What follows belongs to an exercise in optimizing a design on an open flow for small area and a short achievable clock period; a production flow would make more cautious choices. At most, simulation tests tie the RTL to the original design; equivalence was not proved. Power figures rest on the tool's default switching activity, not on a simulated workload.

==> onyx: inputs <==
Design alu_top, start of the top module:
module alu_top (
    input clk,
    input [16-1:0] a,
    input [16-1:0] b,
    input [3:0] sel,
    output reg [16-1:0] y,
    output reg carry
);
Settings: LEC_CHECK=0, ABC_AREA=1, CAP_MARGIN=20, CORE_MARGIN=2, CORE_UTILIZATION=55, SLEW_MARGIN=20; clock period 27.0 ns.
standard.sh (not shown) runs the stock make flow with config.mk's settings and CLKGATE_MAP_FILE= SYNTH_SCRIPT=/design/flow/synth_recipe.tcl, a recipe that flattens the netlist after the stock synthesis.
==> flow/flow/run.sh <==
#!/bin/bash
# Standard ORFS layout (standard.sh: unchanged synthesis, steps and SDC) with
# a larger setup slack margin for the repair steps.  At the design's 27 ns
# period every path already has slack, so without a margin the repair steps
# do nothing; with MARGIN ns they shorten every path longer than 27 - MARGIN.
set -euo pipefail
MARGIN=16
bash standard.sh SETUP_SLACK_MARGIN=$MARGIN  finish > standard.log 2>&1
==> delta: changes against onyx <==
==> flow/flow/run.sh (replaced) <==
#!/bin/bash
# Standard ORFS layout (standard.sh: unchanged synthesis, steps and SDC) with
# a larger setup slack margin for the repair steps.  At the design's 27 ns
# period every path already has slack, so without a margin the repair steps
# do nothing; with MARGIN ns they shorten every path longer than 27 - MARGIN.
set -euo pipefail
MARGIN=15.5
bash standard.sh SETUP_SLACK_MARGIN=$MARGIN  finish > standard.log 2>&1
==> willow: changes against onyx <==
--- a/flow/design.v
+++ b/flow/design.v
@@ -504,50 +504,50 @@
   assign c11[1] = G11_0;
   assign c11[2] = G11_5;
   assign c11[3] = G11_3;
   assign c11[4] = G11_6;
   assign c11[5] = G11_4;
   wire [4:0] d11 = ~p11 ^ c11[4:0];
   wire q11 = ~|b[15:5] & ~c11[5];
   wire [4:0] r11 = q11 ? d11[4:0] : t11;
-  reg [15:0] s1_a, s1_b;
-  reg [3:0] s1_sel;
-  reg [4:0] s1_r, s1_q;
-  always @(posedge clk) begin
-    s1_a <= a;
-    s1_b <= b;
-    s1_sel <= sel;
-    s1_r <= r11;
-    s1_q <= {q15, q14, q13, q12, q11};
-  end
-  wire [5:0] t10 = {s1_r, s1_a[10]};
-  wire [5:0] p10 = ~(t10 ^ s1_b[5:0]);
+  wire [5:0] t10 = {r11, a[10]};
+  wire [5:0] p10 = ~(t10 ^ b[5:0]);
   wire [6:0] c10;
-  wire G10_0 = p10[0] ? 1'b0 : s1_b[0];
-  wire G10_1 = p10[2] ? s1_b[1] : s1_b[2];
+  wire G10_0 = p10[0] ? 1'b0 : b[0];
+  wire G10_1 = p10[2] ? b[1] : b[2];
   wire P10_1 = p10[2] & p10[1];
-  wire G10_2 = p10[4] ? s1_b[3] : s1_b[4];
+  wire G10_2 = p10[4] ? b[3] : b[4];
   wire P10_2 = p10[4] & p10[3];
   wire G10_3 = P10_1 ? G10_0 : G10_1;
   wire G10_4 = P10_2 ? G10_3 : G10_2;
-  wire G10_5 = p10[1] ? G10_0 : s1_b[1];
-  wire G10_6 = p10[3] ? G10_3 : s1_b[3];
-  wire G10_7 = p10[5] ? G10_4 : s1_b[5];
+  wire G10_5 = p10[1] ? G10_0 : b[1];
+  wire G10_6 = p10[3] ? G10_3 : b[3];
+  wire G10_7 = p10[5] ? G10_4 : b[5];
   assign c10[0] = 1'b0;
   assign c10[1] = G10_0;
   assign c10[2] = G10_5;
   assign c10[3] = G10_3;
   assign c10[4] = G10_6;
   assign c10[5] = G10_4;
   assign c10[6] = G10_7;
   wire [5:0] d10 = ~p10 ^ c10[5:0];
-  wire q10 = ~|s1_b[15:6] & ~c10[6];
+  wire q10 = ~|b[15:6] & ~c10[6];
   wire [5:0] r10 = q10 ? d10[5:0] : t10;
-  wire [6:0] t9 = {r10, s1_a[9]};
+  reg [15:0] s1_a, s1_b;
+  reg [3:0] s1_sel;
+  reg [5:0] s1_r, s1_q;
+  always @(posedge clk) begin
+    s1_a <= a;
+    s1_b <= b;
+    s1_sel <= sel;
+    s1_r <= r10;
+    s1_q <= {q15, q14, q13, q12, q11, q10};
+  end
+  wire [6:0] t9 = {s1_r, s1_a[9]};
   wire [6:0] p9 = ~(t9 ^ s1_b[6:0]);
   wire [7:0] c9;
   wire G9_0 = p9[0] ? 1'b0 : s1_b[0];
   wire G9_1 = p9[2] ? s1_b[1] : s1_b[2];
   wire P9_1 = p9[2] & p9[1];
   wire G9_2 = p9[4] ? s1_b[3] : s1_b[4];
   wire P9_2 = p9[4] & p9[3];
   wire G9_3 = p9[6] ? s1_b[5] : s1_b[6];
@@ -857,74 +857,56 @@
   assign c2[10] = G2_19;
   assign c2[11] = G2_11;
   assign c2[12] = G2_20;
   assign c2[13] = G2_14;
   assign c2[14] = G2_21;
   wire [13:0] d2 = ~p2 ^ c2[13:0];
   wire q2 = ~|s1_b[15:14] & ~c2[14];
   wire [13:0] r2 = q2 ? d2[13:0] : t2;
-  wire [15:2] qm = {s1_q, q10, q9, q8, q7, q6, q5, q4, q3, q2};
-  wire [15:0] o;
-  wire co;
-  alu_ops u_ops (.A(s1_a), .B(s1_b), .sel(s1_sel), .Y(o), .C(co));
-  wire isdiv = s1_sel == 4'b0011;
-  reg [15:0] s2_m;         
-  reg [13:0] s2_r;
-  reg [1:0] s2_a;
-  reg [15:0] s2_b;
-  reg s2_div;
-  always @(posedge clk) begin
-    s2_m <= isdiv ? {qm, o[1:0]} : o;
-    s2_r <= r2;
-    s2_a <= s1_a[1:0];
-    s2_b <= s1_b;
-    s2_div <= isdiv;
-    carry <= co;
-  end
-  wire [14:0] t1 = {s2_r, s2_a[1]};
-  wire [14:0] p1 = ~(t1 ^ s2_b[14:0]);
+  wire [14:0] t1 = {r2, s1_a[1]};
+  wire [14:0] p1 = ~(t1 ^ s1_b[14:0]);
   wire [15:0] c1;
-  wire G1_0 = p1[0] ? 1'b0 : s2_b[0];
-  wire G1_1 = p1[2] ? s2_b[1] : s2_b[2];
+  wire G1_0 = p1[0] ? 1'b0 : s1_b[0];
+  wire G1_1 = p1[2] ? s1_b[1] : s1_b[2];
   wire P1_1 = p1[2] & p1[1];
-  wire G1_2 = p1[4] ? s2_b[3] : s2_b[4];
+  wire G1_2 = p1[4] ? s1_b[3] : s1_b[4];
   wire P1_2 = p1[4] & p1[3];
-  wire G1_3 = p1[6] ? s2_b[5] : s2_b[6];
+  wire G1_3 = p1[6] ? s1_b[5] : s1_b[6];
   wire P1_3 = p1[6] & p1[5];
-  wire G1_4 = p1[8] ? s2_b[7] : s2_b[8];
+  wire G1_4 = p1[8] ? s1_b[7] : s1_b[8];
   wire P1_4 = p1[8] & p1[7];
-  wire G1_5 = p1[10] ? s2_b[9] : s2_b[10];
+  wire G1_5 = p1[10] ? s1_b[9] : s1_b[10];
   wire P1_5 = p1[10] & p1[9];
-  wire G1_6 = p1[12] ? s2_b[11] : s2_b[12];
+  wire G1_6 = p1[12] ? s1_b[11] : s1_b[12];
   wire P1_6 = p1[12] & p1[11];
-  wire G1_7 = p1[14] ? s2_b[13] : s2_b[14];
+  wire G1_7 = p1[14] ? s1_b[13] : s1_b[14];
   wire P1_7 = p1[14] & p1[13];
   wire G1_8 = P1_1 ? G1_0 : G1_1;
   wire G1_9 = P1_3 ? G1_2 : G1_3;
   wire P1_9 = P1_3 & P1_2;
   wire G1_10 = P1_5 ? G1_4 : G1_5;
   wire P1_10 = P1_5 & P1_4;
   wire G1_11 = P1_7 ? G1_6 : G1_7;
   wire P1_11 = P1_7 & P1_6;
   wire G1_12 = P1_9 ? G1_8 : G1_9;
   wire G1_13 = P1_11 ? G1_10 : G1_11;
   wire P1_13 = P1_11 & P1_10;
   wire G1_14 = P1_13 ? G1_12 : G1_13;
   wire G1_15 = P1_10 ? G1_12 : G1_10;
   wire G1_16 = P1_2 ? G1_8 : G1_2;
   wire G1_17 = P1_4 ? G1_12 : G1_4;
   wire G1_18 = P1_6 ? G1_15 : G1_6;
-  wire G1_19 = p1[1] ? G1_0 : s2_b[1];
-  wire G1_20 = p1[3] ? G1_8 : s2_b[3];
-  wire G1_21 = p1[5] ? G1_16 : s2_b[5];
-  wire G1_22 = p1[7] ? G1_12 : s2_b[7];
-  wire G1_23 = p1[9] ? G1_17 : s2_b[9];
-  wire G1_24 = p1[11] ? G1_15 : s2_b[11];
-  wire G1_25 = p1[13] ? G1_18 : s2_b[13];
+  wire G1_19 = p1[1] ? G1_0 : s1_b[1];
+  wire G1_20 = p1[3] ? G1_8 : s1_b[3];
+  wire G1_21 = p1[5] ? G1_16 : s1_b[5];
+  wire G1_22 = p1[7] ? G1_12 : s1_b[7];
+  wire G1_23 = p1[9] ? G1_17 : s1_b[9];
+  wire G1_24 = p1[11] ? G1_15 : s1_b[11];
+  wire G1_25 = p1[13] ? G1_18 : s1_b[13];
   assign c1[0] = 1'b0;
   assign c1[1] = G1_0;
   assign c1[2] = G1_19;
   assign c1[3] = G1_8;
   assign c1[4] = G1_20;
   assign c1[5] = G1_16;
   assign c1[6] = G1_21;
   assign c1[7] = G1_12;
@@ -932,59 +914,59 @@
   assign c1[9] = G1_17;
   assign c1[10] = G1_23;
   assign c1[11] = G1_15;
   assign c1[12] = G1_24;
   assign c1[13] = G1_18;
   assign c1[14] = G1_25;
   assign c1[15] = G1_14;
   wire [14:0] d1 = ~p1 ^ c1[14:0];
-  wire q1 = ~|s2_b[15:15] & ~c1[15];
+  wire q1 = ~|s1_b[15:15] & ~c1[15];
   wire [14:0] r1 = q1 ? d1[14:0] : t1;
-  wire [15:0] t0 = {r1, s2_a[0]};
-  wire [15:0] p0 = ~(t0 ^ s2_b[15:0]);
+  wire [15:0] t0 = {r1, s1_a[0]};
+  wire [15:0] p0 = ~(t0 ^ s1_b[15:0]);
   wire [16:0] c0;
-  wire G0_0 = p0[0] ? 1'b0 : s2_b[0];
-  wire G0_1 = p0[2] ? s2_b[1] : s2_b[2];
+  wire G0_0 = p0[0] ? 1'b0 : s1_b[0];
+  wire G0_1 = p0[2] ? s1_b[1] : s1_b[2];
   wire P0_1 = p0[2] & p0[1];
-  wire G0_2 = p0[4] ? s2_b[3] : s2_b[4];
+  wire G0_2 = p0[4] ? s1_b[3] : s1_b[4];
   wire P0_2 = p0[4] & p0[3];
-  wire G0_3 = p0[6] ? s2_b[5] : s2_b[6];
+  wire G0_3 = p0[6] ? s1_b[5] : s1_b[6];
   wire P0_3 = p0[6] & p0[5];
-  wire G0_4 = p0[8] ? s2_b[7] : s2_b[8];
+  wire G0_4 = p0[8] ? s1_b[7] : s1_b[8];
   wire P0_4 = p0[8] & p0[7];
-  wire G0_5 = p0[10] ? s2_b[9] : s2_b[10];
+  wire G0_5 = p0[10] ? s1_b[9] : s1_b[10];
   wire P0_5 = p0[10] & p0[9];
-  wire G0_6 = p0[12] ? s2_b[11] : s2_b[12];
+  wire G0_6 = p0[12] ? s1_b[11] : s1_b[12];
   wire P0_6 = p0[12] & p0[11];
-  wire G0_7 = p0[14] ? s2_b[13] : s2_b[14];
+  wire G0_7 = p0[14] ? s1_b[13] : s1_b[14];
   wire P0_7 = p0[14] & p0[13];
   wire G0_8 = P0_1 ? G0_0 : G0_1;
   wire G0_9 = P0_3 ? G0_2 : G0_3;
   wire P0_9 = P0_3 & P0_2;
   wire G0_10 = P0_5 ? G0_4 : G0_5;
   wire P0_10 = P0_5 & P0_4;
   wire G0_11 = P0_7 ? G0_6 : G0_7;
   wire P0_11 = P0_7 & P0_6;
   wire G0_12 = P0_9 ? G0_8 : G0_9;
   wire G0_13 = P0_11 ? G0_10 : G0_11;
   wire P0_13 = P0_11 & P0_10;
   wire G0_14 = P0_13 ? G0_12 : G0_13;
   wire G0_15 = P0_10 ? G0_12 : G0_10;
   wire G0_16 = P0_2 ? G0_8 : G0_2;
   wire G0_17 = P0_4 ? G0_12 : G0_4;
   wire G0_18 = P0_6 ? G0_15 : G0_6;
-  wire G0_19 = p0[1] ? G0_0 : s2_b[1];
-  wire G0_20 = p0[3] ? G0_8 : s2_b[3];
-  wire G0_21 = p0[5] ? G0_16 : s2_b[5];
-  wire G0_22 = p0[7] ? G0_12 : s2_b[7];
-  wire G0_23 = p0[9] ? G0_17 : s2_b[9];
-  wire G0_24 = p0[11] ? G0_15 : s2_b[11];
-  wire G0_25 = p0[13] ? G0_18 : s2_b[13];
-  wire G0_26 = p0[15] ? G0_14 : s2_b[15];
+  wire G0_19 = p0[1] ? G0_0 : s1_b[1];
+  wire G0_20 = p0[3] ? G0_8 : s1_b[3];
+  wire G0_21 = p0[5] ? G0_16 : s1_b[5];
+  wire G0_22 = p0[7] ? G0_12 : s1_b[7];
+  wire G0_23 = p0[9] ? G0_17 : s1_b[9];
+  wire G0_24 = p0[11] ? G0_15 : s1_b[11];
+  wire G0_25 = p0[13] ? G0_18 : s1_b[13];
+  wire G0_26 = p0[15] ? G0_14 : s1_b[15];
   assign c0[0] = 1'b0;
   assign c0[1] = G0_0;
   assign c0[2] = G0_19;
   assign c0[3] = G0_8;
   assign c0[4] = G0_20;
   assign c0[5] = G0_16;
   assign c0[6] = G0_21;
   assign c0[7] = G0_12;
@@ -994,10 +976,18 @@
   assign c0[11] = G0_15;
   assign c0[12] = G0_24;
   assign c0[13] = G0_18;
   assign c0[14] = G0_25;
   assign c0[15] = G0_14;
   assign c0[16] = G0_26;
   wire [15:0] d0 = ~p0 ^ c0[15:0];
   wire q0 = 1'b1 & ~c0[16];
-  always @* y = {s2_m[15:2], s2_div ? {q1, q0} : s2_m[1:0]};
+  wire [15:0] qm = {s1_q, q9, q8, q7, q6, q5, q4, q3, q2, q1, q0};
+  wire [15:0] o;
+  wire co;
+  alu_ops u_ops (.A(s1_a), .B(s1_b), .sel(s1_sel), .Y(o), .C(co));
+  wire isdiv = s1_sel == 4'b0011;
+  always @(posedge clk) begin
+    y <= isdiv ? qm : o;
+    carry <= co;
+  end
 endmodule
==> flow/flow/run.sh (replaced) <==
#!/bin/bash
# Standard ORFS layout (standard.sh: unchanged synthesis, steps and SDC) with
# a larger setup slack margin for the repair steps.  At the design's 27 ns
# period every path already has slack, so without a margin the repair steps
# do nothing; with MARGIN ns they shorten every path longer than 27 - MARGIN.
set -euo pipefail
MARGIN=15.5
bash standard.sh SETUP_SLACK_MARGIN=$MARGIN  finish > standard.log 2>&1
==> comparison <==
In delta the non-clock buffer count is lower than in onyx, by 16.
Power: onyx is higher than delta (2.2%).
Sequential share of layout area: delta > onyx > willow.
Hold slack: delta > onyx > willow.
In delta the synthesized cell count is smaller than in willow, by 3.0%.
Of onyx and delta, onyx has the higher final cell count (gap about 0.8%, measured against delta).
Routed wire length, lowest first: delta, onyx, willow.
Maximum frequency, lowest first: willow, delta, onyx.
Sequential cell count: willow is lower than onyx (31).
For willow, only the layout was checked, not whether the RTL still works.

-- separate check: timing with driven ports --
No port has a modelled driver above. Below, the same layouts with a new extraction and two added sets of constraints.
Step 1, drivers: a clkbuf_16 drives clk and a buf_2 each remaining input, both assumed.
Step 2 also shifts input and output timing later by t, the mid clock arrival at the registers, as if the neighbouring blocks saw the same clock.
Slacks: ideal ports / drivers / drivers and shift; pairs: ideal ports / drivers.
run | t (ns) | setup WS [ns] | worst setup path at the end | pins driven straight from the clock port
onyx | 0.410 | 16.405 / 16.437 / 16.027 | input to register | 1
delta | 0.406 | 15.872 / 15.904 / 15.498 | input to register | 1
willow | 0.393 | 14.419 / 14.420 / 14.028 | input to register | 1
After both steps every run listed still meets setup and hold. The setup slack of willow, which loses most, moves by +0.001 ns with the drivers and by -0.391 ns with both steps.
